Background: an optimization exercise with open tools, aiming at a short achievable clock period and few clock cycles. Do not read the settings as production practice.
Only simulation tests tie the RTL to the original design; equivalence was not proved.
Power figures rest on the tool's default switching activity, not on a simulated workload.

[flow/flow/margin.txt]
11
[flow/config.mk]
export PLATFORM = sky130hd
export DESIGN_NAME = SimTop
export DESIGN_NICKNAME = SimTop
export VERILOG_FILES = /design/flow/design.v
export SDC_FILE = /design/flow/constraint.sdc
export NUM_CORES = 8
export LEC_CHECK = 0
export CAP_MARGIN = 20
export CORE_MARGIN = 2
export CORE_UTILIZATION = 55
export SLEW_MARGIN = 20
export TNS_END_PERCENT = 100
[flow/standard.sh]
#!/bin/bash
# synth_recipe.tcl (not shown) runs the flow's synth.tcl, then flattens the netlist and writes it again
# the make line also repeats each setting of config.mk as NAME=value (left out here)
make -C /OpenROAD-flow-scripts/flow DESIGN_CONFIG=/design/flow/config.mk WORK_HOME=/design/flow/orfs CLKGATE_MAP_FILE= SYNTH_SCRIPT=/design/flow/synth_recipe.tcl "${@:-finish}"
[flow/design.v]
`timescale 1ns / 1ps
 `timescale 1ns / 1ps
module if_stage(
  input  wire          clk,
  input  wire          rst,
  input  wire [15 : 0] fp,
  input  wire [63 : 0] rdata,
  input  wire          upd,
  input  wire [15 : 0] upd_pc,
  input  wire          upd_taken,
  output wire [31 : 0] inst,
  output wire          pred,        
  output wire [15 : 0] tgt,
  output wire          far,         
  output wire          near         
);
  reg  [31 : 0] bt_valid;
  reg  [31 : 0] bt_bit;
  reg  [3 : 0]  bt_tag [0 : 31];
  always @(posedge clk) begin
    if (rst) begin
      bt_valid <= 32'd0;
    end else if (upd) begin
      bt_valid[upd_pc[6 : 2]] <= 1'b1;
    end
    if (upd) begin
      bt_bit[upd_pc[6 : 2]] <= upd_taken;
      bt_tag[upd_pc[6 : 2]] <= upd_pc[10 : 7];
    end
  end
  wire bt_hit   = bt_valid[fp[6 : 2]] & (bt_tag[fp[6 : 2]] == fp[10 : 7]);
  wire bt_taken = bt_bit[fp[6 : 2]];
  wire [31 : 0] lo = rdata[31 : 0];
  wire [31 : 0] hi = rdata[63 : 32];
  wire [7 : 0] up = fp[15 : 8] + 8'd1;
  wire [7 : 0] dn = fp[15 : 8] - 8'd1;
  function [8 : 0] jlow(input [15 : 0] f, input [31 : 0] i);
    jlow = {1'b0, f[7 : 0]} + {1'b0, i[27 : 21], 1'b0};
  endfunction
  function [8 : 0] blow(input [15 : 0] f, input [31 : 0] i);
    blow = {1'b0, f[7 : 0]} + {1'b0, i[27 : 25], i[11 : 8], 1'b0};
  endfunction
  function jnear(input [31 : 0] i);
    jnear = (i[31] ? (&i[19 : 12]) & i[20] & (&i[30 : 28])
                   : ~((|i[19 : 12]) | i[20] | (|i[30 : 28])));
  endfunction
  function bnear(input [31 : 0] i);
    bnear = (i[31] ? i[7] & (&i[30 : 28]) : ~(i[7] | (|i[30 : 28])));
  endfunction
  function bpred(input [31 : 0] i, input hit, input taken);
    bpred = hit ? taken : (i[31] | (i[14 : 12] == 3'b001) | (i[14 : 12] == 3'b111));
  endfunction
  function [15 : 0] target(input [8 : 0] low, input neg, input [15 : 0] f,
                           input [7 : 0] u, input [7 : 0] d);
    target = {(low[8] & ~neg) ? u : (~low[8] & neg) ? d : f[15 : 8], low[7 : 0]};
  endfunction
  wire [8 : 0] jl_lo = jlow(fp, lo), bl_lo = blow(fp, lo);
  wire [8 : 0] jl_hi = jlow(fp, hi), bl_hi = blow(fp, hi);
  wire is_j_lo = (lo[6 : 0] == 7'b1101111);
  wire is_b_lo = (lo[6 : 0] == 7'b1100011);
  wire is_j_hi = (hi[6 : 0] == 7'b1101111);
  wire is_b_hi = (hi[6 : 0] == 7'b1100011);
  wire bp_lo = bpred(lo, bt_hit, bt_taken);
  wire bp_hi = bpred(hi, bt_hit, bt_taken);
  wire pred_lo = is_j_lo & jnear(lo) | is_b_lo & bp_lo & bnear(lo);
  wire pred_hi = is_j_hi & jnear(hi) | is_b_hi & bp_hi & bnear(hi);
  wire far_lo  = is_j_lo & ~jnear(lo) | is_b_lo & bp_lo & ~bnear(lo);
  wire far_hi  = is_j_hi & ~jnear(hi) | is_b_hi & bp_hi & ~bnear(hi);
  wire [15 : 0] t_lo = lo[3] ? target(jl_lo, lo[31], fp, up, dn) : target(bl_lo, lo[31], fp, up, dn);
  wire [15 : 0] t_hi = hi[3] ? target(jl_hi, hi[31], fp, up, dn) : target(bl_hi, hi[31], fp, up, dn);
  assign inst = fp[2] ? hi : lo;
  assign pred = fp[2] ? pred_hi : pred_lo;
  assign far  = fp[2] ? far_hi : far_lo;
  assign tgt  = fp[2] ? t_hi : t_lo;
  assign near = fp[2] ? bnear(hi) : bnear(lo);
endmodule
 `timescale 1ns / 1ps
module id_stage(
  input  wire [31 : 0] inst,
  output wire [4 : 0]  rs1,
  output wire [4 : 0]  rs2,
  output wire [4 : 0]  rd,
  output wire          uses_rs1,
  output wire          uses_rs2,
  output wire          b_is_rs2,    
  output wire [63 : 0] imm,         
  output wire [63 : 0] pcimm,       
  output wire          is_lui,
  output wire          is_auipc,
  output wire          is_jal,
  output wire          is_jalr,
  output wire          is_branch,
  output wire          is_load,
  output wire          is_store,
  output wire          wen,         
  output wire          sub,
  output wire          sel_add,
  output wire          sel_slt,
  output wire          sel_sltu,
  output wire          sel_and,
  output wire          sel_or,
  output wire          sel_xor,
  output wire          sel_sll,
  output wire          sel_sr,
  output wire          sra,
  output wire          word,
  output wire          sel_early
);
  wire [6 : 0] op = inst[6 : 0];
  wire [2 : 0] f3 = inst[14 : 12];
  assign rs1 = inst[19 : 15];
  assign rs2 = inst[24 : 20];
  assign rd  = inst[11 : 7];
  assign is_lui    = (op == 7'b0110111);
  assign is_auipc  = (op == 7'b0010111);
  assign is_jal    = (op == 7'b1101111);
  assign is_jalr   = (op == 7'b1100111);
  assign is_branch = (op == 7'b1100011);
  assign is_load   = (op == 7'b0000011);
  assign is_store  = (op == 7'b0100011);
  wire is_opimm    = (op == 7'b0010011);
  wire is_opimm32  = (op == 7'b0011011);
  wire is_op       = (op == 7'b0110011);
  wire is_op32     = (op == 7'b0111011);
  wire alu_r = is_op | is_op32;
  wire alu_i = is_opimm | is_opimm32;
  wire alu   = alu_r | alu_i;
  assign uses_rs1 = ~(is_lui | is_auipc | is_jal);
  assign uses_rs2 = alu_r | is_branch | is_store;
  assign b_is_rs2 = alu_r | is_branch;
  assign wen      = ~(is_branch | is_store);
  wire [63 : 0] imm_i = {{52{inst[31]}}, inst[31 : 20]};
  wire [63 : 0] imm_s = {{52{inst[31]}}, inst[31 : 25], inst[11 : 7]};
  wire [63 : 0] imm_b = {{52{inst[31]}}, inst[7], inst[30 : 25], inst[11 : 8], 1'b0};
  wire [63 : 0] imm_j = {{44{inst[31]}}, inst[19 : 12], inst[20], inst[30 : 21], 1'b0};
  wire [63 : 0] imm_u = {{32{inst[31]}}, inst[31 : 12], 12'b0};
  assign imm   = is_store ? imm_s : imm_i;
  assign pcimm = is_branch ? imm_b : is_jal ? imm_j : imm_u;
  assign word      = is_op32 | is_opimm32;
  assign sub       = is_op & inst[30] & (f3 == 3'b000) | is_op32 & inst[30] & (f3 == 3'b000);
  assign sel_add   = (alu & (f3 == 3'b000)) | is_load | is_store;
  assign sel_slt   = alu & (f3 == 3'b010);
  assign sel_sltu  = alu & (f3 == 3'b011);
  assign sel_xor   = alu & (f3 == 3'b100);
  assign sel_or    = alu & (f3 == 3'b110);
  assign sel_and   = alu & (f3 == 3'b111);
  assign sel_sll   = alu & (f3 == 3'b001);
  assign sel_sr    = alu & (f3 == 3'b101);
  assign sra       = inst[30];
  assign sel_early = is_lui | is_auipc | is_jal | is_jalr;
endmodule
 `timescale 1ns / 1ps
module exe_stage(
  input  wire [63 : 0] a,           
  input  wire [63 : 0] b,           
  input  wire            sub,         
  input  wire            sel_add,
  input  wire            sel_slt,
  input  wire            sel_sltu,
  input  wire            sel_and,
  input  wire            sel_or,
  input  wire            sel_xor,
  input  wire            sel_sll,
  input  wire            sel_sr,
  input  wire            sra,         
  input  wire            word,        
  input  wire            sel_early,   
  input  wire [63 : 0] early,
  input  wire [2 : 0]    f3,          
  output wire [63 : 0] sum,         
  output wire [63 : 0] result,
  output wire            taken
);
  wire [63 : 0] addsub = sub ? (a - b) : (a + b);
  assign sum = a + b;
  wire eq  = (a == b);
  wire ltu = (a < b);
  wire lt  = ($signed(a) < $signed(b));
  wire [5 : 0]    shamt = word ? {1'b0, b[4 : 0]} : b[5 : 0];
  wire [63 : 0] sa    = word ? {{32{sra & a[31]}}, a[31 : 0]} : a;
  wire [64 : 0]   sr65  = $signed({sra & sa[63], sa}) >>> shamt;
  wire [63 : 0] srv   = sr65[63 : 0];
  wire [63 : 0] slv   = a << shamt;
  wire [63 : 0] r =
      ({64{sel_add}}   & addsub)
    | ({64{sel_slt}}   & {63'd0, lt})
    | ({64{sel_sltu}}  & {63'd0, ltu})
    | ({64{sel_and}}   & (a & b))
    | ({64{sel_or}}    & (a | b))
    | ({64{sel_xor}}   & (a ^ b))
    | ({64{sel_sll}}   & slv)
    | ({64{sel_sr}}    & srv)
    | ({64{sel_early}} & early);
  assign result = word ? {{32{r[31]}}, r[31 : 0]} : r;
  reg t;
  always @(*) begin
    case (f3)
      3'b000:  t = eq;
      3'b001:  t = ~eq;
      3'b100:  t = lt;
      3'b101:  t = ~lt;
      3'b110:  t = ltu;
      3'b111:  t = ~ltu;
      default: t = 1'b0;
    endcase
  end
  assign taken = t;
endmodule
 `timescale 1ns / 1ps
module regfile(
  input  wire            clk,
  input  wire            rst,
  input  wire [4 : 0]    w_addr,
  input  wire [63 : 0] w_data,
  input  wire            w_ena,
  input  wire [4 : 0]    r_addr1,
  output wire [63 : 0] r_data1,
  input  wire [4 : 0]    r_addr2,
  output wire [63 : 0] r_data2
);
  reg [63 : 0] regs [0 : 31];
  integer i;
  always @(posedge clk) begin
    if (rst) begin
      for (i = 0; i < 32; i = i + 1) regs[i] <= 64'h00000000_00000000;
    end else if (w_ena && (w_addr != 5'd0)) begin
      regs[w_addr] <= w_data;
    end
  end
  assign r_data1 = (r_addr1 == 5'd0) ? 64'h00000000_00000000 : regs[r_addr1];
  assign r_data2 = (r_addr2 == 5'd0) ? 64'h00000000_00000000 : regs[r_addr2];
endmodule
 `timescale 1ns / 1ps
module SimTop(
    input         clock,
    input         reset,
    output [63:0] imem_addr,
    input  [63:0] imem_rdata,
    output [63:0] dmem_addr,
    input  [63:0] dmem_rdata,
    output        dmem_wen,
    output [63:0] dmem_wdata,
    output [63:0] dmem_wmask,
    output        commit_valid,
    output [63:0] commit_pc,
    output [31:0] commit_inst,
    output        commit_wen,
    output [4:0]  commit_wdest,
    output [63:0] commit_wdata
);
function [185-1:0] pack(
  input [31:0] ir, input [63:0] imm, input [63:0] pcimm,
  input is_lui, input is_auipc, input is_jal, input is_jalr, input is_load, input is_store,
  input is_branch, input b_is_rs2, input wen, input rfw, input early, input brx,
  input sub, input sel_add, input sel_slt, input sel_sltu, input sel_and, input sel_or,
  input sel_xor, input sel_sll, input sel_sr, input sra, input word, input uses_rs1,
  input uses_rs2);
  pack = {ir, imm, pcimm, is_lui, is_auipc, is_jal, is_jalr, is_load, is_store,
          is_branch, b_is_rs2, wen, rfw, early, brx, sub, sel_add, sel_slt, sel_sltu,
          sel_and, sel_or, sel_xor, sel_sll, sel_sr, sra, word, uses_rs1, uses_rs2};
endfunction
reg  [15:0] fp;                        
reg         d_valid;
reg  [185-1:0] d_dec;
reg         d_pred;
reg  [63:0] d_pc;                      
reg         d_m1x, d_m1m, d_m1w, d_m2x, d_m2m, d_m2w;
reg         d_stall;                   
reg         d_use_alt;                 
reg         d_altok;                   
reg         d_far;                     
reg         a_valid;
reg  [185-1:0] a_dec, a2_dec;       
reg         a_pred, a2_pred;
reg  [15:0] a_addr, a_off;
reg         a_m1w, a_m2w;
wire [15:0] a_next = a_addr + (a_pred ? a_off : 16'd4);    
reg         x_valid;
reg  [63:0] x_pc;
reg  [31:0] x_ir;
reg         x_wen, x_rfw, x_load, x_store, x_jalr, x_early_sel;
reg  [63:0] x_a, x_b, x_sd;
reg         x_fa_m, x_fb_m, x_fs_m;
reg         x_sub, x_sel_add, x_sel_slt, x_sel_sltu, x_sel_and, x_sel_or, x_sel_xor;
reg         x_sel_sll, x_sel_sr, x_sra, x_word;
reg  [63:0] x_early;
reg  [63:0] x_rtgt;                    
reg         x_c_eq, x_c_ne, x_c_lt, x_c_ge, x_c_ltu, x_c_geu;
reg         x_brx;
reg         m_valid;
reg  [63:0] m_pc;
reg  [31:0] m_ir;
reg         m_wen, m_rfw, m_load, m_brx, m_taken;
reg  [63:0] m_res;
reg  [63:0] m_addr;                    
reg         m_dwen;
reg  [63:0] m_wdata;
reg  [7:0]  m_bmask;
reg         w_valid;
reg  [63:0] w_pc;
reg  [31:0] w_ir;
reg         w_wen, w_rfw;
reg  [63:0] w_data;
reg         p_x;
reg         px_jalr;
reg  [63:0] px_sum, px_rtgt;
wire [4:0] x_rd = x_ir[11:7];
wire [4:0] m_rd = m_ir[11:7];
wire [4:0] w_rd = w_ir[11:7];
wire [185-1:0] e_dec = d_use_alt ? a2_dec : d_dec;
wire [31:0] e_ir;
wire [63:0] e_imm, e_pcimm;
wire        e_is_lui, e_is_auipc, e_is_jal, e_is_jalr, e_is_load, e_is_store, e_is_branch;
wire        e_b_is_rs2, e_wen, e_rfw, e_early, e_brx;
wire        e_sub, e_sel_add, e_sel_slt, e_sel_sltu, e_sel_and, e_sel_or, e_sel_xor;
wire        e_sel_sll, e_sel_sr, e_sra, e_word, e_uses_rs1, e_uses_rs2;
assign {e_ir, e_imm, e_pcimm, e_is_lui, e_is_auipc, e_is_jal, e_is_jalr,
        e_is_load, e_is_store, e_is_branch, e_b_is_rs2, e_wen, e_rfw, e_early, e_brx,
        e_sub, e_sel_add, e_sel_slt, e_sel_sltu, e_sel_and, e_sel_or, e_sel_xor,
        e_sel_sll, e_sel_sr, e_sra, e_word, e_uses_rs1, e_uses_rs2} = e_dec;
wire        e_pred = d_use_alt ? a2_pred : d_pred;
wire [63:0] e_pc   = d_use_alt ? px_rtgt : d_pc;
wire        e_m1w  = d_use_alt ? a_m1w : d_m1w;
wire        e_m2w  = d_use_alt ? a_m2w : d_m2w;
wire        e_m1x  = d_m1x & ~d_use_alt;
wire        e_m1m  = d_m1m & ~d_use_alt;
wire        e_m2x  = d_m2x & ~d_use_alt;
wire        e_m2m  = d_m2m & ~d_use_alt;
wire [4:0]  e_rd   = e_ir[11:7];
wire [31:0] f_inst;
wire        f_pred, f_far, f_near;
wire [15:0] f_tgt;
if_stage If_stage(
  .clk       (clock),
  .rst       (reset),
  .fp        (fp),
  .rdata     (imem_rdata),
  .upd       (m_valid & m_brx),
  .upd_pc    (m_pc[15:0]),
  .upd_taken (m_taken),
  .inst      (f_inst),
  .pred      (f_pred),
  .tgt       (f_tgt),
  .far       (f_far),
  .near      (f_near)
);
wire [4:0]  f_rs1, f_rs2, f_rd;
wire        f_uses_rs1, f_uses_rs2, f_b_is_rs2;
wire [63:0] f_imm, f_pcimm;
wire        f_is_lui, f_is_auipc, f_is_jal, f_is_jalr, f_is_branch, f_is_load, f_is_store, f_wen;
wire        f_sub, f_sel_add, f_sel_slt, f_sel_sltu, f_sel_and, f_sel_or, f_sel_xor;
wire        f_sel_sll, f_sel_sr, f_sra, f_word, f_sel_early;
id_stage Id_stage(
  .inst      (f_inst),
  .rs1       (f_rs1),
  .rs2       (f_rs2),
  .rd        (f_rd),
  .uses_rs1  (f_uses_rs1),
  .uses_rs2  (f_uses_rs2),
  .b_is_rs2  (f_b_is_rs2),
  .imm       (f_imm),
  .pcimm     (f_pcimm),
  .is_lui    (f_is_lui),
  .is_auipc  (f_is_auipc),
  .is_jal    (f_is_jal),
  .is_jalr   (f_is_jalr),
  .is_branch (f_is_branch),
  .is_load   (f_is_load),
  .is_store  (f_is_store),
  .wen       (f_wen),
  .sub       (f_sub),
  .sel_add   (f_sel_add),
  .sel_slt   (f_sel_slt),
  .sel_sltu  (f_sel_sltu),
  .sel_and   (f_sel_and),
  .sel_or    (f_sel_or),
  .sel_xor   (f_sel_xor),
  .sel_sll   (f_sel_sll),
  .sel_sr    (f_sel_sr),
  .sra       (f_sra),
  .word      (f_word),
  .sel_early (f_sel_early)
);
wire f_brx = f_is_branch & (f_pcimm != 64'd4);
wire [185-1:0] f_dec = pack(f_inst, f_imm, f_pcimm,
  f_is_lui, f_is_auipc, f_is_jal, f_is_jalr, f_is_load, f_is_store, f_is_branch,
  f_b_is_rs2, f_wen, f_wen & (f_rd != 5'd0), f_sel_early, f_brx, f_sub, f_sel_add,
  f_sel_slt, f_sel_sltu, f_sel_and, f_sel_or, f_sel_xor, f_sel_sll, f_sel_sr, f_sra,
  f_word, f_uses_rs1, f_uses_rs2);
wire f_m1x = d_valid & e_rfw & (e_rd == f_rs1);
wire f_m1m = x_valid & x_rfw & (x_rd == f_rs1);
wire f_m1w = m_valid & m_rfw & (m_rd == f_rs1);
wire f_m2x = d_valid & e_rfw & (e_rd == f_rs2);
wire f_m2m = x_valid & x_rfw & (x_rd == f_rs2);
wire f_m2w = m_valid & m_rfw & (m_rd == f_rs2);
wire [63:0] e_earlyv;
wire        f_jnear = (f_imm[11:8] == 4'h0) | (f_imm[11:8] == 4'hf);
wire        f_jpred = f_is_jalr & ((f_rs1 == 5'd0) | (f_m1x & e_early & f_jnear));
wire [7:0]  f_jb_up = e_earlyv[15:8] + 8'd1;
wire [7:0]  f_jb_dn = e_earlyv[15:8] - 8'd1;
wire [8:0]  f_jl_lo = {1'b0, e_earlyv[7:0]} + {1'b0, imem_rdata[27:20]};
wire [8:0]  f_jl_hi = {1'b0, e_earlyv[7:0]} + {1'b0, imem_rdata[59:52]};
wire [8:0]  f_jl    = fp[2] ? f_jl_hi : f_jl_lo;
wire        f_jneg  = f_inst[31];
wire [15:0] f_jsum  = (f_rs1 == 5'd0) ? f_imm[15:0] :
                      {(f_jl[8] & ~f_jneg) ? f_jb_up : (~f_jl[8] & f_jneg) ? f_jb_dn : e_earlyv[15:8],
                       f_jl[7:0]};
wire [15:0] f_jtgt  = {f_jsum[15:1], 1'b0};
wire [15:0] f_alt = (f_pred | f_far) ? fp + 16'd4 : f_tgt;
assign imem_addr = {d_pc[63:16], fp};
wire [63:0] rf_r1, rf_r2;
regfile Regfile(
  .clk     (clock),
  .rst     (reset),
  .w_addr  (w_rd),
  .w_data  (w_data),
  .w_ena   (w_valid & w_rfw),
  .r_addr1 (e_ir[19:15]),
  .r_data1 (rf_r1),
  .r_addr2 (e_ir[24:20]),
  .r_data2 (rf_r2)
);
wire [63:0] d_r1 = e_m1w ? w_data : rf_r1;
wire [63:0] d_r2 = e_m2w ? w_data : rf_r2;
wire stall = d_valid & d_stall & ~d_use_alt;
wire d_redirect = d_valid & d_far & ~d_use_alt & ~stall;
wire [63:0] d_jsum  = (e_m1x ? x_early : 64'd0) + e_imm;
wire [63:0] d_pcadd = e_pc + e_pcimm;
wire [63:0] d_pc4   = e_pc + 64'd4;
wire [63:0] d_npc   = e_is_jalr ? {d_jsum[63:1], 1'b0} : e_pred ? d_pcadd : d_pc4;
assign      e_earlyv = e_is_lui ? e_pcimm : e_is_auipc ? d_pcadd : d_pc4;
wire [63:0] x_av = x_fa_m ? m_res : x_a;
wire [63:0] x_bv = x_fb_m ? m_res : x_b;
wire [63:0] x_sv = x_fs_m ? m_res : x_sd;
wire [63:0] x_sum, x_result;
wire        x_taken;
exe_stage Exe_stage(
  .a         (x_av),
  .b         (x_bv),
  .sub       (x_sub),
  .sel_add   (x_sel_add),
  .sel_slt   (x_sel_slt),
  .sel_sltu  (x_sel_sltu),
  .sel_and   (x_sel_and),
  .sel_or    (x_sel_or),
  .sel_xor   (x_sel_xor),
  .sel_sll   (x_sel_sll),
  .sel_sr    (x_sel_sr),
  .sra       (x_sra),
  .word      (x_word),
  .sel_early (x_early_sel),
  .early     (x_early),
  .f3        (x_ir[14:12]),
  .sum       (x_sum),
  .result    (x_result),
  .taken     (x_taken)
);
function misp(input [63:0] a, input [63:0] b, input c_eq, input c_ne, input c_lt,
              input c_ge, input c_ltu, input c_geu);
  reg eq, lt, ltu;
  begin
    eq   = (a == b);
    ltu  = (a < b);
    lt   = ($signed(a) < $signed(b));
    misp = (c_eq & eq) | (c_ne & ~eq) | (c_lt & lt) | (c_ge & ~lt) | (c_ltu & ltu) | (c_geu & ~ltu);
  end
endfunction
wire x_misp_rr = misp(x_a,   x_b,   x_c_eq, x_c_ne, x_c_lt, x_c_ge, x_c_ltu, x_c_geu);
wire x_misp_mr = misp(m_res, x_b,   x_c_eq, x_c_ne, x_c_lt, x_c_ge, x_c_ltu, x_c_geu);
wire x_misp_rm = misp(x_a,   m_res, x_c_eq, x_c_ne, x_c_lt, x_c_ge, x_c_ltu, x_c_geu);
wire x_misp_mm = x_c_eq | x_c_ge | x_c_geu;        
wire x_misp = x_fa_m ? (x_fb_m ? x_misp_mm : x_misp_mr) : (x_fb_m ? x_misp_rm : x_misp_rr);
wire x_redirect = x_valid & (x_jalr | x_misp);
wire x_alt = a_valid & ~x_jalr;
wire [15:0] x_tlo = x_jalr ? {x_sum[15:1], 1'b0} : x_alt ? a_next : x_rtgt[15:0];
reg [63:0] x_wdata;
reg [7:0]  x_bmask;
always @(*) begin
  case (x_ir[13:12])
    2'b00:   begin x_wdata = {8{x_sv[7:0]}};  x_bmask = 8'b0000_0001 << x_sum[2:0]; end
    2'b01:   begin x_wdata = {4{x_sv[15:0]}}; x_bmask = 8'b0000_0011 << x_sum[2:0]; end
    2'b10:   begin x_wdata = {2{x_sv[31:0]}}; x_bmask = 8'b0000_1111 << x_sum[2:0]; end
    default: begin x_wdata = x_sv;            x_bmask = 8'b1111_1111; end
  endcase
end
wire x_mem = x_valid & (x_load | x_store);
assign dmem_addr  = m_addr;
assign dmem_wen   = m_dwen;
assign dmem_wdata = m_wdata;
assign dmem_wmask = {{8{m_bmask[7]}}, {8{m_bmask[6]}}, {8{m_bmask[5]}}, {8{m_bmask[4]}},
                     {8{m_bmask[3]}}, {8{m_bmask[2]}}, {8{m_bmask[1]}}, {8{m_bmask[0]}}};
wire [63:0] m_sh = dmem_rdata >> {m_addr[2:0], 3'b000};
reg  [63:0] m_ld;
always @(*) begin
  case (m_ir[14:12])
    3'b000:  m_ld = {{56{m_sh[7]}},  m_sh[7:0]};
    3'b001:  m_ld = {{48{m_sh[15]}}, m_sh[15:0]};
    3'b010:  m_ld = {{32{m_sh[31]}}, m_sh[31:0]};
    3'b100:  m_ld = {56'd0, m_sh[7:0]};
    3'b101:  m_ld = {48'd0, m_sh[15:0]};
    3'b110:  m_ld = {32'd0, m_sh[31:0]};
    default: m_ld = dmem_rdata;
  endcase
end
wire [63:0] m_data = m_load ? m_ld : m_res;
wire [31:0] g_inst = m_addr[2] ? dmem_rdata[63:32] : dmem_rdata[31:0];
wire [4:0]  g_rs1, g_rs2, g_rd;
wire        g_uses_rs1, g_uses_rs2, g_b_is_rs2;
wire [63:0] g_imm, g_pcimm;
wire        g_is_lui, g_is_auipc, g_is_jal, g_is_jalr, g_is_branch, g_is_load, g_is_store, g_wen;
wire        g_sub, g_sel_add, g_sel_slt, g_sel_sltu, g_sel_and, g_sel_or, g_sel_xor;
wire        g_sel_sll, g_sel_sr, g_sra, g_word, g_sel_early;
id_stage Alt_dec(
  .inst      (g_inst),
  .rs1       (g_rs1),
  .rs2       (g_rs2),
  .rd        (g_rd),
  .uses_rs1  (g_uses_rs1),
  .uses_rs2  (g_uses_rs2),
  .b_is_rs2  (g_b_is_rs2),
  .imm       (g_imm),
  .pcimm     (g_pcimm),
  .is_lui    (g_is_lui),
  .is_auipc  (g_is_auipc),
  .is_jal    (g_is_jal),
  .is_jalr   (g_is_jalr),
  .is_branch (g_is_branch),
  .is_load   (g_is_load),
  .is_store  (g_is_store),
  .wen       (g_wen),
  .sub       (g_sub),
  .sel_add   (g_sel_add),
  .sel_slt   (g_sel_slt),
  .sel_sltu  (g_sel_sltu),
  .sel_and   (g_sel_and),
  .sel_or    (g_sel_or),
  .sel_xor   (g_sel_xor),
  .sel_sll   (g_sel_sll),
  .sel_sr    (g_sel_sr),
  .sra       (g_sra),
  .word      (g_word),
  .sel_early (g_sel_early)
);
wire g_brx = g_is_branch & (g_pcimm != 64'd4);
wire [185-1:0] g_dec = pack(g_inst, g_imm, g_pcimm,
  g_is_lui, g_is_auipc, g_is_jal, g_is_jalr, g_is_load, g_is_store, g_is_branch,
  g_b_is_rs2, g_wen, g_wen & (g_rd != 5'd0), g_sel_early, g_brx, g_sub, g_sel_add,
  g_sel_slt, g_sel_sltu, g_sel_and, g_sel_or, g_sel_xor, g_sel_sll,
  g_sel_sr, g_sra, g_word, g_uses_rs1, g_uses_rs2);
wire g_pred = g_is_jal | (g_is_branch & g_inst[31]);
wire [15:0] g_off = g_is_jal ? {g_inst[15:12], g_inst[20], g_inst[30:21], 1'b0}
                             : {{4{g_inst[31]}}, g_inst[7], g_inst[30:25], g_inst[11:8], 1'b0};
wire g_take = d_valid & d_altok & e_brx & ~d_use_alt & ~stall & ~x_redirect & ~g_is_jalr;
assign commit_valid = w_valid;
assign commit_pc    = w_pc;
assign commit_inst  = w_ir;
assign commit_wen   = w_wen;
assign commit_wdest = w_rd;
assign commit_wdata = w_data;
wire use_alt_next = x_redirect & x_alt;
always @(posedge clock) begin
  if (reset) begin
    fp        <= 16'h0000;             
    d_valid   <= 1'b0;
    d_pc      <= 64'h00000000_80000000;
    d_use_alt <= 1'b0;
    d_altok   <= 1'b0;
    a_valid   <= 1'b0;
    x_valid   <= 1'b0;
    m_valid   <= 1'b0;
    m_dwen    <= 1'b0;
    w_valid   <= 1'b0;
    p_x       <= 1'b0;
  end else begin
    if (x_redirect)
      fp <= x_tlo;
    else if (d_redirect)
      fp <= d_pcadd[15:0];
    else if (!stall)
      fp <= f_pred ? f_tgt : f_jpred ? f_jtgt : fp + 16'd4;
    if (x_redirect)
      d_valid <= x_alt;
    else if (d_redirect)
      d_valid <= 1'b0;
    else if (!stall)
      d_valid <= 1'b1;
    d_use_alt <= use_alt_next;
    d_altok   <= ~x_mem & ~stall & ~x_redirect & ~d_redirect & (f_pred | f_far | f_near);
    a_valid   <= g_take;
    p_x <= x_redirect & ~x_alt;
    if (p_x)
      d_pc <= px_jalr ? {px_sum[63:1], 1'b0} : px_rtgt;
    else if (d_valid & ~stall)
      d_pc <= d_npc;
    x_valid <= d_valid & ~stall & ~x_redirect;
    m_valid <= x_valid;
    m_dwen  <= x_valid & x_store;
    w_valid <= m_valid;
  end
  if (!stall) begin
    d_dec   <= f_dec;
    d_pred  <= f_pred | f_jpred | f_far;
    d_far   <= f_far;
    d_m1x   <= f_m1x;
    d_m1m   <= f_m1m;
    d_m1w   <= f_m1w;
    d_m2x   <= f_m2x;
    d_m2m   <= f_m2m;
    d_m2w   <= f_m2w;
    d_stall <= (f_uses_rs1 & f_m1x & e_is_load) | (f_uses_rs2 & f_m2x & e_is_load);
  end else begin
    d_m1x   <= 1'b0;
    d_m1m   <= d_m1x;
    d_m1w   <= d_m1m;
    d_m2x   <= 1'b0;
    d_m2m   <= d_m2x;
    d_m2w   <= d_m2m;
    d_stall <= 1'b0;
  end
  a_dec   <= g_dec;
  a_pred  <= g_pred;
  a_addr  <= m_addr[15:0];
  a_off   <= g_off;
  a2_dec  <= a_dec;
  a2_pred <= a_pred;
  a_m1w <= m_valid & m_rfw & (m_rd == a_dec[185-13 -: 5]);
  a_m2w <= m_valid & m_rfw & (m_rd == a_dec[185-8 -: 5]);
  x_pc        <= e_pc;
  x_ir        <= e_ir;
  x_wen       <= e_wen;
  x_rfw       <= e_rfw;
  x_load      <= e_is_load;
  x_store     <= e_is_store;
  x_brx       <= e_brx;
  x_jalr      <= e_is_jalr & ~e_pred;
  x_early_sel <= e_early;
  x_a         <= e_m1m ? m_data : d_r1;
  x_b         <= ~e_b_is_rs2 ? e_imm : e_m2m ? m_data : d_r2;
  x_sd        <= e_m2m ? m_data : d_r2;
  x_fa_m      <= e_m1x;
  x_fb_m      <= e_b_is_rs2 & e_m2x;
  x_fs_m      <= e_m2x;
  x_c_eq      <= e_brx & ((e_ir[14:12] == 3'b000) & ~e_pred | (e_ir[14:12] == 3'b001) & e_pred);
  x_c_ne      <= e_brx & ((e_ir[14:12] == 3'b000) & e_pred | (e_ir[14:12] == 3'b001) & ~e_pred);
  x_c_lt      <= e_brx & ((e_ir[14:12] == 3'b100) & ~e_pred | (e_ir[14:12] == 3'b101) & e_pred);
  x_c_ge      <= e_brx & ((e_ir[14:12] == 3'b100) & e_pred | (e_ir[14:12] == 3'b101) & ~e_pred);
  x_c_ltu     <= e_brx & ((e_ir[14:12] == 3'b110) & ~e_pred | (e_ir[14:12] == 3'b111) & e_pred);
  x_c_geu     <= e_brx & ((e_ir[14:12] == 3'b110) & e_pred | (e_ir[14:12] == 3'b111) & ~e_pred);
  x_rtgt      <= e_pred ? d_pc4 : d_pcadd;
  x_sub       <= e_sub;
  x_sel_add   <= e_sel_add;
  x_sel_slt   <= e_sel_slt;
  x_sel_sltu  <= e_sel_sltu;
  x_sel_and   <= e_sel_and;
  x_sel_or    <= e_sel_or;
  x_sel_xor   <= e_sel_xor;
  x_sel_sll   <= e_sel_sll;
  x_sel_sr    <= e_sel_sr;
  x_sra       <= e_sra;
  x_word      <= e_word;
  x_early     <= e_earlyv;
  px_jalr  <= x_jalr;
  px_sum   <= x_sum;
  px_rtgt  <= x_rtgt;
  m_pc    <= x_pc;
  m_ir    <= x_ir;
  m_wen   <= x_wen;
  m_rfw   <= x_rfw;
  m_load  <= x_load;
  m_brx   <= x_brx;
  m_taken <= x_taken;
  m_res   <= x_result;
  m_addr  <= x_mem ? x_sum : {x_sum[63:16], f_alt};
  m_wdata <= x_wdata;
  m_bmask <= x_bmask;
  w_pc   <= m_pc;
  w_ir   <= m_ir;
  w_wen  <= m_wen;
  w_rfw  <= m_rfw;
  w_data <= m_data;
end
endmodule
[flow/flow/run.sh]
#!/bin/bash
set -euo pipefail
MARGIN=$(cat flow/margin.txt)
sed "s|CLKGATE_MAP_FILE= |CLKGATE_MAP_FILE= SETUP_SLACK_MARGIN=${MARGIN} |" standard.sh > standard_margin.sh
bash standard_margin.sh finish > flow_make.log 2>&1
[flow/constraint.sdc]
create_clock -name core_clock -period 15.5 [get_ports {clock}]
set_input_delay 3.1000 -clock core_clock [delete_from_list [all_inputs] [get_ports {clock}]]
set_output_delay 3.1000 -clock core_clock [all_outputs]
set_load 0.01 [all_outputs]
==> summary.txt, run 1 <==
Floorplan
  – Top-Level Pins: 554
  – Rows: 225
  – Die ar.: 382000 um2
  – Core area: 375000 um2
  – Die Y: 618 um
  – Starting Density: 55.2%
  – DIE WIDTH: 618 um

Critical path
  – Flop2flop setup slack: 10.37 ns
  – Crit end category: flip-flop
  – CP top delay family: compound AO/OA/AOI/OAI gates
  – CP max-delay cell: fa_2
  – Arr. time, crit path: 6.23 ns
  – Most used cell, CP: nand2_2
  – WP data required: 16.43 ns
  – Crit path buffers/inverters: 2
  – CP Cell Sequence: buf_8, mux2i_4, inv_2, nand2_2, fa_2, nor2b_4, o21ai_2, a21o_1, a31oi_4, nand2_2, or3_1, mux2i_2, a21boi_2, xnor2_1, a21oi_1, o211ai_1, a311o_1, o21ai_1
  – Startpoint type of the worst setup path: primary input
  – CP max stage delay: 0.41 ns
  – Worst-path maximum fanout: 4
  – Worst Setup Path Type: in -> reg

GRT
  – Global Route Usage Sum: 55.3%
  – Grt peak-use layer: met2
  – Vias in the first global route: 188000
  – Met1 usage in global routing: 62.9%
  – Routing usage on met2: 75.1%
  – Initial antenna violation count: 195
  – First-pass GRT wire length: 1490000 um
  – GR Util met3: 26.7%
  – Overflow after GRT: 0
  – Largest net degree at the start of global routing: 150

Layout
  – Nets: 24900
  – Synth-to-layout area growth: 23.8%
  – Area occupied by multi-input gates: 112000 um2
  – Proportion of layout cells with a drive suffix above 1: 19.6%
  – End-of-flow core utilization: 68.4%
  – Sequential cell area: 96300 um2
  – Fillers: 28600
  – Most frequent cells in the layout: nand2_1, edfxtp_1, nand3_1, and2_1, dfxtp_1
  – Most common cell after layout, fill and taps aside: nand2_1

Timing
  – Max Slew Vio Count: 0
  – Achievable Freq: 0.189 GHz
  – Slew @ Worst Pin: 1.36 ns
  – RSZ-0062 raised after global routing: yes
  – Crit path time final: 5.30 ns
  – Period utilization: 34.2%
  – Final setup viols: 0
  – Rel. slew slack: 8.96%
  – Clock skew: 0.0891 ns
  – Final hold violation count: 0
  – Final TNS setup: 0 ns

Place
  – IO Port Bufs: 553
  – DP Wirelength: 660000 um
  – Gpl congestion: 1.10

Power
  – PwrDens: 199 nW/um2
  – Logic pwr share: 54.0%
  – Leakage: 102 nW
  – Clock power share: 19.8%
  – Internal: 0.0268 W
  – Total power draw: 0.0512 W
  – Switching Power: 0.0244 W
  – Sequential Power Share: 26.1%
  – VDD IR-drop max: 132 uV
  – Switching Share: 47.7%

Flow run
  – MaxCap Viol Count: 0

Routing
  – DRC: 0
  – Antenna viol nets, final: 0
  – Drt wl/cell: 37.4 um
  – Vias/cell: 7.06
  – First DRT Iteration DRCs: 37700
  – DR vias: 210000
  – Routed WL: 1110000 um
  – Drt pass-1 iters: 13

Synthesis
  – Area share of the largest cell type after synthesis: 33.3%
  – Number of synthesized flops with an enable pin: 2297
  – Post-Syn Area: 207000 um2
  – Area leader, netlist: edfxtp_1
  – Register bit total from synthesis: 3616
  – Post-Syn Instances: 23600
  – Yosys warning count: 4
  – Avg Cell Area, Syn: 8.76 um2
  – Cell variety after synth: 97
  – Sequential share of the synthesized area: 46.0%
  – Area contributors post-synth: edfxtp_1, dfxtp_1, nand2_1, and2_1, nand3_1
  – Main flop type after synthesis: edfxtp_1
  – Async set-reset flop share out of synthesis: 0%

Clock tree
  – Clock sinks: 3616
  – Clock transition at path regs: 0.06 ns
  – CTS H-Tree Depth: 5
  – Clock latency (worst-skew pair): 1.08 ns
  – # hold bufs at CTS: 0
  – CTS tree: built
  – Clock root cell: clkbuf_16
  – Inserted Clock Buffers: 393
  – Max clock buf depth: 4

Outcome
  – Outcome: complete, no violations

Hold path
  – Hold crit path type: reg -> reg
==> cell families after synthesis <==
family / Yosys count / share of synthesized area [%]
simple gates: 11500 / 25.8
compound gates: 4089 / 13.3
flops: 3616 / 46.0
buf+inv: 2708 / 5.25
mux: 811 / 4.40
fa+ha+maj: 578 / 3.53
xor+xnor: 392 / 1.66
other cells: 1 / 0.00181
==> per-stage QoR <==
step / setup slack (ns) / hold WS, ns / cell area, um2 / cells
floorplan: 9.55 / 0.310 / 211000 / 23700
global placement: 7.73 / 0.310 / 217000 / 27600
detailed placement: 7.70 / 0.312 / 217000 / 27600
CTS: 10.27 / 0.310 / 249000 / 29200
global route: 10.07 / 0.307 / 256000 / 29600
finish: 10.20 / 0.308 / 257000 / 29700
==> what timing repair did <==
item                                    in CTS  in global routing
endpoints found under the setup margin    4692               2802
cloned                                     166                 30
pin swaps                                  289                303
hold endpoints to repair                     0                  0
setup buffers                              690                280
resized for setup                         4564                958
==> final timing paths <==
kind / endpoint / cells after the start / startpoint
worst max-delay path: fp[15] / 18 / imem_rdata[52]
worst min-delay path: w_ir[29] / 0 / m_ir[29]
worst max register to register: fp[15] / 23 / d_use_alt
worst min register to register: w_ir[29] / 0 / m_ir[29]
==> cells in the mapped netlist (all sizes together), types with 32 or more instances <==
| master | instances |
|---|---|
| buf | 473 |
| a221o | 46 |
| or2 | 56 |
| mux4 | 50 |
| a311oi | 718 |
| and2 | 2101 |
| nand2 | 5175 |
| o31ai | 32 |
| mux2i | 471 |
| o21bai | 68 |
| o21a | 113 |
| a221oi | 89 |
| nand3 | 2239 |
| a22oi | 56 |
| edfxtp | 2297 |
| and3 | 337 |
| mux2 | 290 |
| dfxtp | 1319 |
| o21ai | 752 |
| nor4 | 63 |
| nand2b | 64 |
| a21oi | 946 |
| nand4 | 106 |
| o211ai | 166 |
| a211oi | 253 |
| nor3 | 160 |
| xnor2 | 283 |
| nor2b | 81 |
| o22ai | 87 |
| xor2 | 109 |
| a31oi | 229 |
| inv | 559 |
| a21o | 280 |
| clkbuf | 1668 |
| nor2 | 941 |
| or3 | 39 |
| ha | 568 |
==> metal layers <==
| layer | share of wire, % | vias to the layer above |
|---|---|---|
| li1 | - | 84400 |
| met1 | 32 | 98700 |
| met2 | 39 | 20300 |
| met3 | 17 | 6274 |
| met4 | 12 | 120 |
| met5 | 0.28 | - |
==> final cells by class <==
| cell class | instances | share of cell area, % |
|---|---|---|
| diodes | 220 | 0.215 |
| flip-flops and latches | 3616 | 37.5 |
| repair buffers | 2137 | 10.0 |
| well taps | 4994 | 2.44 |
| repair inverters | 10 | 0.0419 |
| clock inverters | 214 | 1.04 |
| clock buffers | 514 | 4.30 |
| multi-input cells | 17400 | 43.5 |
| inverters | 567 | 0.920 |
==> power groups by stage <==
stage / clock network (W) / logic (W) / registers, W
2_1_floorplan: 0 / 0.0123 / 0.0124
3_3_place_gp: 0 / 0.0208 / 0.0133
3_5_place_dp: 0 / 0.0208 / 0.0133
4_1_cts: 0.0100 / 0.0241 / 0.0131
5_1_grt: 0.0104 / 0.0278 / 0.0133
6_report: 0.0101 / 0.0277 / 0.0134
==> flip-flops by register name, summed over array words and instances, names as in the netlist, 62 cells and up, named ones only <==
signal and flops:
a2_dec 87, x_b 64, w_pc 64, d_dec 87, px_sum 62, Regfile.regs 2048, x_sd 64, x_pc 63
px_rtgt 64, m_wdata 64, m_pc 63, If_stage.bt_tag 128, x_rtgt 64, w_data 64, x_early 64, a_dec 87
x_a 64, m_res 64, d_pc 64
Testbench counts, summed over its fixed seeds: cycles 44,577.
==> inputs of run 2 (changes only) <==
--- a/flow/design.v
+++ b/flow/design.v
@@ -298,7 +298,10 @@
 reg  [7:0]  m_bmask;
 reg         w_valid;
-reg  [63:0] w_pc;
-reg  [31:0] w_ir;
-reg         w_wen, w_rfw;
+reg  [63:0] c_pc, c_data;
+reg  [31:0] c_inst;
+reg         c_wen;
+reg  [2:0]  m_off;                     
+reg  [4:0]  w_rd;
+reg         w_rfw;
 reg  [63:0] w_data;
 reg         p_x;
@@ -307,5 +310,4 @@
 wire [4:0] x_rd = x_ir[11:7];
 wire [4:0] m_rd = m_ir[11:7];
-wire [4:0] w_rd = w_ir[11:7];
 wire [185-1:0] e_dec = d_use_alt ? a2_dec : d_dec;
 wire [31:0] e_ir;
@@ -473,5 +475,6 @@
 wire x_redirect = x_valid & (x_jalr | x_misp);
 wire x_alt = a_valid & ~x_jalr;
-wire [15:0] x_tlo = x_jalr ? {x_sum[15:1], 1'b0} : x_alt ? a_next : x_rtgt[15:0];
+wire [15:0] x_tlo = x_alt ? a_next : x_rtgt[15:0];
+wire        p_j   = p_x & px_jalr;
 reg [63:0] x_wdata;
 reg [7:0]  x_bmask;
@@ -490,5 +493,5 @@
 assign dmem_wmask = {{8{m_bmask[7]}}, {8{m_bmask[6]}}, {8{m_bmask[5]}}, {8{m_bmask[4]}},
                      {8{m_bmask[3]}}, {8{m_bmask[2]}}, {8{m_bmask[1]}}, {8{m_bmask[0]}}};
-wire [63:0] m_sh = dmem_rdata >> {m_addr[2:0], 3'b000};
+wire [63:0] m_sh = dmem_rdata >> {m_off, 3'b000};
 reg  [63:0] m_ld;
 always @(*) begin
@@ -553,9 +556,9 @@
 wire g_take = d_valid & d_altok & e_brx & ~d_use_alt & ~stall & ~x_redirect & ~g_is_jalr;
 assign commit_valid = w_valid;
-assign commit_pc    = w_pc;
-assign commit_inst  = w_ir;
-assign commit_wen   = w_wen;
-assign commit_wdest = w_rd;
-assign commit_wdata = w_data;
+assign commit_pc    = c_pc;
+assign commit_inst  = c_inst;
+assign commit_wen   = c_wen;
+assign commit_wdest = c_inst[11:7];
+assign commit_wdata = c_data;
 wire use_alt_next = x_redirect & x_alt;
 always @(posedge clock) begin
@@ -575,4 +578,6 @@
     if (x_redirect)
       fp <= x_tlo;
+    else if (p_j)
+      fp <= {px_sum[15:1], 1'b0};
     else if (d_redirect)
       fp <= d_pcadd[15:0];
@@ -581,10 +586,10 @@
     if (x_redirect)
       d_valid <= x_alt;
-    else if (d_redirect)
+    else if (p_j | d_redirect)
       d_valid <= 1'b0;
     else if (!stall)
       d_valid <= 1'b1;
     d_use_alt <= use_alt_next;
-    d_altok   <= ~x_mem & ~stall & ~x_redirect & ~d_redirect & (f_pred | f_far | f_near);
+    d_altok   <= ~x_mem & ~stall & ~x_redirect & ~p_j & ~d_redirect & (f_pred | f_far | f_near);
     a_valid   <= g_take;
     p_x <= x_redirect & ~x_alt;
@@ -672,11 +677,16 @@
   m_res   <= x_result;
   m_addr  <= x_mem ? x_sum : {x_sum[63:16], f_alt};
+  m_off   <= x_sum[2:0];
   m_wdata <= x_wdata;
   m_bmask <= x_bmask;
-  w_pc   <= m_pc;
-  w_ir   <= m_ir;
-  w_wen  <= m_wen;
   w_rfw  <= m_rfw;
-  w_data <= m_data;
+  if (m_valid & m_rfw) begin
+    w_rd   <= m_ir[11:7];
+    w_data <= m_data;
+  end
+  c_pc   <= m_pc;
+  c_inst <= m_ir;
+  c_wen  <= m_wen;
+  c_data <= m_data;
 end
 endmodule
==> flow/flow/run.sh (replaced) <==
#!/bin/bash
# Own layout flow: the standard ORFS flow (standard.sh, unchanged
# synthesis and floorplan), with
#  - after global routing, antenna diodes also where a net comes within
#    30% of its antenna limit (flow/grt_post.tcl), so that detailed routing
#    seldom needs further antenna repair rounds.
# Each ORFS step writes its own log under orfs/logs/; make's output goes to
# flow_make.log.
set -euo pipefail
MARGIN=$(cat flow/margin.txt)
export POST_GLOBAL_ROUTE_TCL=$PWD/flow/grt_post.tcl
sed "s|CLKGATE_MAP_FILE= |CLKGATE_MAP_FILE= SETUP_SLACK_MARGIN=${MARGIN} |" standard.sh > standard_margin.sh
bash standard_margin.sh finish > flow_make.log 2>&1
==> flow/flow/grt_post.tcl (new file) <==
# Run after ORFS's global routing (POST_GLOBAL_ROUTE_TCL): add antenna diodes
# with a 30% ratio margin, then rewrite the route guides for detailed routing.
puts "Repair antennas with margin..."
repair_antennas -ratio_margin 30 -iterations 3
check_placement -verbose
check_antennas
write_guides $::env(RESULTS_DIR)/route.guide
--- a/flow/config.mk
+++ b/flow/config.mk
@@ -6,7 +6,7 @@
 export NUM_CORES = 8
 export LEC_CHECK = 0
-export CAP_MARGIN = 20
+export CAP_MARGIN = 40
 export CORE_MARGIN = 2
 export CORE_UTILIZATION = 55
-export SLEW_MARGIN = 20
+export SLEW_MARGIN = 30
 export TNS_END_PERCENT = 100
==> summary.txt, run 2 <==
Clock tree
  – Max clock buf depth: 4 (unchanged)
  – CTS H-Tree Depth: 5 (unchanged)
  – Clock sinks: 3686 (+1.9%)
  – Post-CTS Resized: 4242 (-7.1%)
  – Setup bufs post-CTS: 643 (-6.8%)
  – Clock root cell: clkbuf_16
  – Clock latency (worst-skew pair): 1.08 ns (about the same)
  – Clock transition at path regs: 0.06 ns (about the same)
  – Inserted Clock Buffers: 399 (+1.5%)
  – # hold bufs at CTS: 0 (unchanged)
  – CTS tree: built

Critical path
  – Arr. time, crit path: 6.33 ns (+0.10 ns)
  – CP Launch Point: imem_rdata[22]
  – Worst Setup Path Type: in -> reg
  – R2R depth: 26 (+13%)
  – Reg-to-reg endpoint: fp[13]
  – WP data required: 16.41 ns (-0.02 ns)
  – Flop2flop setup slack: 10.10 ns (-0.27 ns)
  – Crit end category: flip-flop
  – Worst-path maximum fanout: 5 (+1)
  – Startpoint type of the worst setup path: primary input
  – R2r startpoint: d_use_alt

Synthesis
  – Mux cell area share after synthesis: 4.46% (+0.064 points)
  – Yosys warning count: 4 (unchanged)
  – Number of synthesized flops with an enable pin: 2366 (+3.0%)
  – Area leader, netlist: edfxtp_1
  – Xor/xnor share of the synthesized area: 1.65% (-0.012 points)
  – Avg Cell Area, Syn: 8.84 um2 (+0.88%)
  – Area share of the largest cell type after synthesis: 33.9% (+0.58 points)
  – Sequential share of the synthesized area: 46.5% (+0.44 points)
  – Adder-cell share of the synthesized area: 3.48% (-0.043 points)
  – Synth Area in Compound Gates: 13.6% (+0.26 points)
  – Main flop type after synthesis: edfxtp_1
  – Async set-reset flop share out of synthesis: 0% (unchanged)
  – Post-Syn Area: 210000 um2 (+1.2%)
  – Area contributors post-synth: edfxtp_1, dfxtp_1, nand2_1, and2_1, nand3_1
  – Register bit total from synthesis: 3686 (+1.9%)
  – Main combinational cell family by area after synthesis: simple AND/OR/NAND/NOR gates
  – Top cells by count, synth: nand2_1, edfxtp_1, nand3_1
  – Cell variety after synth: 97 (unchanged)
  – Post-Syn Instances: 23700 (+0.35%)
  – Most frequent cell after synthesis: nand2_1
  – Post-synthesis simple-gate area fraction: 25.2% (-0.63 points)

Timing
  – Final hold violation count: 0 (unchanged)
  – Final TNS setup: 0 ns (unchanged)
  – Rel. slew slack: -37.8% (-47 points)
  – Clock skew: 0.117 ns (+0.0277 ns)
  – Achievable Freq: 0.184 GHz (-2.2%)
  – Max Slew Vio Count: 2 (+2)
  – Slew @ Worst Pin: 2.07 ns (+0.706 ns)
  – Crit path time final: 5.42 ns (+0.120 ns)
  – Final worst setup slack: 10.08 ns (-0.120 ns)
  – Final setup viols: 0 (unchanged)
  – Period utilization: 35.0% (+0.78 points)

Routing
  – First DRT Iteration DRCs: 36400 (-3.3%)
  – Routed WL: 1050000 um (-5.8%)
  – Drt wl/cell: 35.0 um (-6.3%)
  – Drt pass-1 iters: 13 (unchanged)
  – Vias/cell: 6.87 (-2.7%)
  – DR vias: 205000 (-2.2%)
  – DRC: 0 (unchanged)
  – Antenna viol nets, final: 0 (unchanged)

Outcome
  – Violated checks: max-capacitance violations, max-slew violations
  – Outcome: complete, but fails checks

GRT
  – Initial antenna violation count: 103 (-47%)
  – Vias in the first global route: 186000 (-1.4%)
  – First-pass GRT wire length: 1420000 um (-4.8%)
  – Largest net degree at the start of global routing: 140 (-6.7%)
  – Overflow after GRT: 0 (unchanged)
  – Global Route Usage Sum: 51.2% (-4.1 points)

Power
  – VDD IR-drop max: 124 uV (-5.5%)
  – PwrDens: 192 nW/um2 (-3.6%)
  – Leakage: 102 nW (about the same)

Place
  – Gpl congestion: 1.12 (+1.4%)
  – DP Wirelength: 659000 um (about the same)
  – IO Port Bufs: 553 (unchanged)
  – Pre-CTS setup slack: 8.06 ns (+0.360 ns)

Hold path
  – Hold wc startpoint: x_ir[6]
  – Hold depth: 0 (unchanged)
  – Hold endpoint: m_ir[6]
  – Hold crit path type: reg -> reg

Floorplan
  – Starting Density: 55.3% (+0.098 points)
  – Die Y: 622 um (+0.61%)
  – Top-Level Pins: 554 (unchanged)
  – Core area: 379000 um2 (+1.0%)
  – Rows: 226 (+0.44%)
  – Die ar.: 386000 um2 (+1.2%)
  – DIE WIDTH: 622 um (+0.61%)

Layout
  – Most common cell after layout, fill and taps aside: nand2_1
  – Synth-to-layout area growth: 22.1%
  – Max reg flops: 2048 (unchanged)
  – Nets: 25000 (+0.56%)
  – Fillers: 29400 (+2.5%)
  – Register with the most flip-flops: Regfile.regs
  – Most frequent cells in the layout: nand2_1, edfxtp_1, nand3_1, and2_1, dfxtp_1
  – Proportion of layout cells with a drive suffix above 1: 20.0% (+0.36 points)
  – Sequential cell area: 98300 um2 (+2.0%)
  – Area occupied by multi-input gates: 112000 um2 (+0.46%)

Flow run
  – MaxCap Viol Count: 1 (+1)
==> run 2: changes by cell type in the layout (fill, tap and decap cells not counted), sizes merged, moves of 44 or more <==
cell    delta
o22ai     -44
nand3     -44
mux2i     +52
a211oi    -95
edfxtp    +69
a21o     +139
a221oi    +66
nand2     -61
buf      +112
a21oi     +80
bufbuf    -73
==> run 2: power by group <==
group	switching, W	leakage [nW]	internal (W)
Clock	0.00431	6.27	0.00543
Combinational	0.0170	59.9	0.00902
Sequential	0.00140	35.3	0.0120
==> run 2: worst max-delay path by stage <==
stage / endpoint / slack, ns / cells past startpoint
CTS: fp[13] / 10.19 / 21
floorplan: fp[14] / 9.46 / 15
finish: fp[13] / 10.08 / 19
detailed placement: fp[14] / 8.06 / 17
global placement: Regfile.regs[12][45] / 8.04 / 7
==> run 2: final cells by class <==
| class | instances | share of cell area [%] |
|---|---|---|
| Multi-Input combinational cell | 17500 | 43.7 |
| Sequential cell | 3686 | 38.4 |
| Timing Repair Buffer | 2190 | 9.27 |
| Clock buffer | 519 | 4.19 |
| Tap cell | 5016 | 2.45 |
| Inverter | 560 | 0.915 |
| Clock inverter | 214 | 0.850 |
| Antenna cell | 213 | 0.208 |
| Timing Repair inverter | 5 | 0.0166 |
==> run 2: through the flow <==
stage	cells	hold WS [ns]	util [%]	total power (W)	area (um2)
floorplan	23800	0.310	-	0.0250	212000
global placement	27700	0.310	57.9	0.0336	220000
detailed placement	27800	0.312	58.3	0.0337	221000
CTS	29300	0.311	65.4	0.0458	248000
finish	29900	0.316	67.6	0.0492	256000
==> run 2: critical path, stage by stage <==
cell	delay, ns
buf_8	0.11
mux2i_4	0.29
inv_2	0.10
ha_4	0.25
nor2b_4	0.12
o21a_1	0.18
o211ai_1	0.17
buf_4	0.16
a31oi_4	0.13
buf_6	0.16
nor2b_4	0.16
nand2_2	0.08
o31ai_4	0.33
nand2_2	0.10
xnor2_2	0.14
a21oi_1	0.15
o211ai_1	0.11
a31o_2	0.23
a221oi_2	0.25
==> run 2: cell families (layout without fill, tap and decap cells) <==
logic type                 Yosys count  in the layout
AOI/OAI and AO/OA                 4225           4227
other                                1            277
muxes                              846            848
xor gates and xnor gates           394            394
and+or+nand+nor                  11300          11300
DFF                               3686           3686
adders and majority gates          578            578
buffers and inverters             2697           3488
==> run 2: per-layer routing <==
| layer | wire length [um] | up-vias | global-route usage [%] | share of wire, % |
|---|---|---|---|---|
| met2 | 424000 | 18300 | 73.2 | 41 |
| met4 | 121000 | 60 | 46.1 | 12 |
| met1 | 344000 | 96800 | 60.4 | 33 |
| met3 | 157000 | 5075 | 18.1 | 15 |
| li1 | - | 84900 | - | - |
| met5 | 620 | - | 0.259 | 0.059 |
Testbench counts of run 2, summed over its fixed seeds: cycles 44,577.
==> inputs of run 3 (changes only) <==
--- a/flow/flow/run.sh
+++ b/flow/flow/run.sh
@@ -2,4 +2,6 @@
 # Own layout flow: the standard ORFS flow (standard.sh, unchanged
 # synthesis and floorplan), with
+#  - port buffers of a plain buffer cell (buf_4) rather than the delay cell
+#    buffer_ports picks by default; every port is still buffered;
 #  - after global routing, antenna diodes also where a net comes within
 #    30% of its antenna limit (flow/grt_post.tcl), so that detailed routing
@@ -10,4 +12,5 @@
 MARGIN=$(cat flow/margin.txt)
 export POST_GLOBAL_ROUTE_TCL=$PWD/flow/grt_post.tcl
+export BUFFER_PORTS_ARGS="-inputs -outputs -buffer_cell sky130_fd_sc_hd__buf_4"
 sed "s|CLKGATE_MAP_FILE= |CLKGATE_MAP_FILE= SETUP_SLACK_MARGIN=${MARGIN} |" standard.sh > standard_margin.sh
 bash standard_margin.sh finish > flow_make.log 2>&1
==> summary.txt, run 3 <==
GRT
  – Vias in the first global route: 185000 (-0.13%)
  – Overflow after GRT: 0 (unchanged)
  – Initial antenna violation count: 98 (-4.9%)
  – Global Route Usage Sum: 50.6% (-0.52 points)
  – First-pass GRT wire length: 1400000 um (-0.76%)
  – Largest net degree at the start of global routing: 149 (+6.4%)

Routing
  – First DRT Iteration DRCs: 36900 (+1.4%)
  – Vias/cell: 6.87 (about the same)
  – Drt pass-1 iters: 10 (-3)
  – DR vias: 205000 (-0.24%)
  – Drt wl/cell: 35.0 um (-0.17%)
  – Antenna viol nets, final: 0 (unchanged)
  – DRC: 0 (unchanged)
  – Routed WL: 1040000 um (-0.37%)

Synthesis
  – Top cells by count, synth: nand2_1, edfxtp_1, nand3_1
  – Most frequent cell after synthesis: nand2_1
  – Area share of the largest cell type after synthesis: 33.9% (unchanged)
  – Area leader, netlist: edfxtp_1
  – Yosys warning count: 4 (unchanged)
  – Async set-reset flop share out of synthesis: 0% (unchanged)
  – Area contributors post-synth: edfxtp_1, dfxtp_1, nand2_1, and2_1, nand3_1
  – Sequential share of the synthesized area: 46.5% (unchanged)
  – Avg Cell Area, Syn: 8.84 um2 (unchanged)
  – Cell variety after synth: 97 (unchanged)
  – Register bit total from synthesis: 3686 (unchanged)
  – Post-Syn Instances: 23700 (unchanged)
  – Main flop type after synthesis: edfxtp_1
  – Post-Syn Area: 210000 um2 (unchanged)
  – Number of synthesized flops with an enable pin: 2366 (unchanged)

Critical path
  – R2r startpoint: d_use_alt
  – Most used cell, CP: nand2_1
  – CP max stage delay: 0.41 ns (+0.08 ns)
  – Startpoint type of the worst setup path: primary input
  – CP max-delay cell: mux2i_2
  – Worst path depth: 15 (-4)
  – Crit end category: flip-flop
  – CP top delay family: compound AO/OA/AOI/OAI gates
  – CP Launch Point: imem_rdata[59]
  – Crit path buffers/inverters: 2 (-2)
  – Reg-to-reg endpoint: fp[13]
  – Flop2flop setup slack: 10.24 ns (+0.14 ns)
  – CP endpoint: fp[13]
  – Worst-path maximum fanout: 4 (-1)
  – CP Cell Sequence: buf_4, mux2i_2, inv_1, ha_1, nor3_1, a31oi_4, nor2b_4, nand2_1, o31ai_4, nand2_1, xnor2_2, a21oi_1, o211ai_1, a31o_2, a221oi_2
  – R2R depth: 23 (-12%)
  – Arr. time, crit path: 6.38 ns (+0.05 ns)
  – WP data required: 16.40 ns (about the same)
  – Worst Setup Path Type: in -> reg

Clock tree
  – Post-CTS Resized: 2274 (-46%)
  – Clock transition at path regs: 0.06 ns (about the same)
  – Clock sinks: 3686 (unchanged)
  – CTS tree: built
  – Clock root cell: clkbuf_16
  – Inserted Clock Buffers: 399 (unchanged)
  – Clock latency (worst-skew pair): 1.07 ns (about the same)
  – Max clock buf depth: 4 (unchanged)
  – # hold bufs at CTS: 0 (unchanged)
  – Setup bufs post-CTS: 619 (-3.7%)
  – CTS H-Tree Depth: 5 (unchanged)

Floorplan
  – Starting Density: 55.3% (unchanged)
  – Die Y: 622 um (unchanged)
  – Die ar.: 386000 um2 (unchanged)
  – Top-Level Pins: 554 (unchanged)
  – Rows: 226 (unchanged)
  – DIE WIDTH: 622 um (unchanged)
  – Core area: 379000 um2 (unchanged)

Layout
  – Register with the most flip-flops: Regfile.regs
  – Nets: 25000 (-0.060%)
  – Most common cell after layout, fill and taps aside: nand2_1
  – Final Instance Area: 258000 um2 (+0.60%)
  – Most frequent cells in the layout: nand2_1, edfxtp_1, nand3_1, and2_1, buf_4
  – Synth-to-layout area growth: 22.9%
  – Finished Layout Cells: 29800 (-0.21%)
  – Proportion of layout cells with a drive suffix above 1: 20.1% (+0.057 points)
  – Max reg flops: 2048 (unchanged)

Timing
  – Final hold violation count: 0 (unchanged)
  – Final setup viols: 0 (unchanged)
  – Slew @ Worst Pin: 1.09 ns (-0.978 ns)
  – Achievable Freq: 0.183 GHz (-0.93%)
  – Rel. slew slack: 26.9% (+65 points)
  – Final TNS setup: 0 ns (unchanged)
  – Max Slew Vio Count: 0 (-2)
  – Clock skew: 0.104 ns (-0.0124 ns)
  – Crit path time final: 5.47 ns (+0.0509 ns)
  – Period utilization: 35.3% (+0.33 points)

Outcome
  – Outcome: complete, no violations

Power
  – PwrDens: 191 nW/um2 (-0.37%)
  – Logic pwr share: 52.3% (-0.6 points)
  – Sequential Power Share: 27.2% (about the same)
  – Clock power share: 20.5% (+0.7 points)
  – Leakage: 102 nW (+0.75%)
  – VDD IR-drop max: 148 uV (+19%)
  – Internal: 0.0269 W (+1.4%)
  – Switching Share: 45.6% (-0.60 points)
  – Switching Power: 0.0225 W (-1.1%)

Hold path
  – Hold crit path type: reg -> reg

Place
  – Cell Area, Placed: 220000 um2 (-0.63%)
  – Gpl congestion: 1.08 (-3.5%)
  – IO Port Bufs: 553 (unchanged)
  – Placed insts: 27800 (-0.014%)
  – DP Wirelength: 652000 um (-1.0%)

Flow run
  – MaxCap Viol Count: 0 (-1)
## run 3: worst min-delay path by stage
stage / startpoint / depth (start not counted) / to
2_1_floorplan: a_dec[10] / 0 / a2_dec[10]
3_3_place_gp: m_ir[31] / 0 / c_inst[31]
3_5_place_dp: a_dec[16] / 0 / a2_dec[16]
4_1_cts: x_pc[15] / 0 / m_pc[15]
6_report: x_rtgt[34] / 0 / px_rtgt[34]
## run 3: cell type report
type	instances	area [um2]
Multi-Input combinational cell	17400	111000
Timing Repair inverter	7	61.3
Clock buffer	523	11100
Tap cell	5016	6280
Timing Repair Buffer	2176	25200
Sequential cell	3686	98200
Fill cell	29300	121000
Inverter	560	2460
Antenna cell	156	390
Clock inverter	220	2490
## run 3: metrics by stage
| stage | total power [W] | hold WS, ns | utilization [%] | setup slack (ns) |
|---|---|---|---|---|
| 3_5_place_dp | 0.0335 | 0.312 | 58.0 | 8.01 |
| 6_report | 0.0494 | 0.318 | 68.0 | 10.03 |
| 4_1_cts | 0.0462 | 0.317 | 65.8 | 10.11 |
| 3_3_place_gp | 0.0333 | 0.310 | 57.5 | 8.06 |
| 2_1_floorplan | 0.0250 | 0.310 | - | 9.46 |
## run 3: logic make-up after synthesis
kind of cell	after synthesis	share of synthesized area, %
adders and majority gates	578	3.48
muxes	846	4.46
AOI/OAI and AO/OA	4225	13.6
and+or+nand+nor	11300	25.2
other	1	0.00179
buffers and inverters	2697	5.17
xor gates and xnor gates	394	1.65
DFF	3686	46.5
## run 3: layer usage
layer  global-route usage [%]  up-vias  routed length (um)
met2                     73.7    18300              428000
met3                     15.6     5047              152000
met5                        0        -                 467
met4                     45.1       34              121000
li1                         -    84800                   -
met1                     60.4    96600              341000
## run 3: power by group through the flow
| stage | clock (W) | combinational, W | sequential, W |
|---|---|---|---|
| 4_1_cts | 0.0100 | 0.0228 | 0.0133 |
| 6_report | 0.0101 | 0.0258 | 0.0134 |
| 3_3_place_gp | 0 | 0.0198 | 0.0135 |
| 2_1_floorplan | 0 | 0.0123 | 0.0127 |
| 3_5_place_dp | 0 | 0.0201 | 0.0134 |

[static timing again, ports no longer ideal]
In the flow no input, the clock included, has a driving cell. The finished layouts below were timed again as built, in two steps. Step 1 (the two cells are an assumption about what drives the block):
set clk [get_ports {clock}]
set_driving_cell -lib_cell sky130_fd_sc_hd__clkbuf_16 $clk
set_driving_cell -lib_cell sky130_fd_sc_hd__buf_2 [delete_from_list [all_inputs] $clk]
Step 2 adds t to the input delays and takes it off the output delays; t is the mean of the earliest and latest rising clock arrival at the registers after step 1. Input paths then give back, and output paths get back, about the clock's delay inside the block. Three values: no drivers, after step 1, after step 2; two values: the first two.
run | t, ns | slack for setup (ns) | worst setup path at the end | clock arrival spread, ns | worst register clock-pin slew, ns
run 1 | 1.176 | 10.199 / 10.205 / 9.101 | input to register | 0.089 / 0.090 | 0.09 / 0.09
run 2 | 1.158 | 10.078 / 10.080 / 9.005 | input to register | 0.117 / 0.118 | 0.08 / 0.08
run 3 | 1.153 | 10.027 / 10.098 / 8.945 | input to register | 0.114 / 0.113 | 0.07 / 0.07
For run 1, which loses most, drivers alone change the setup slack by +0.006 ns; drivers and shift together by -1.098 ns.
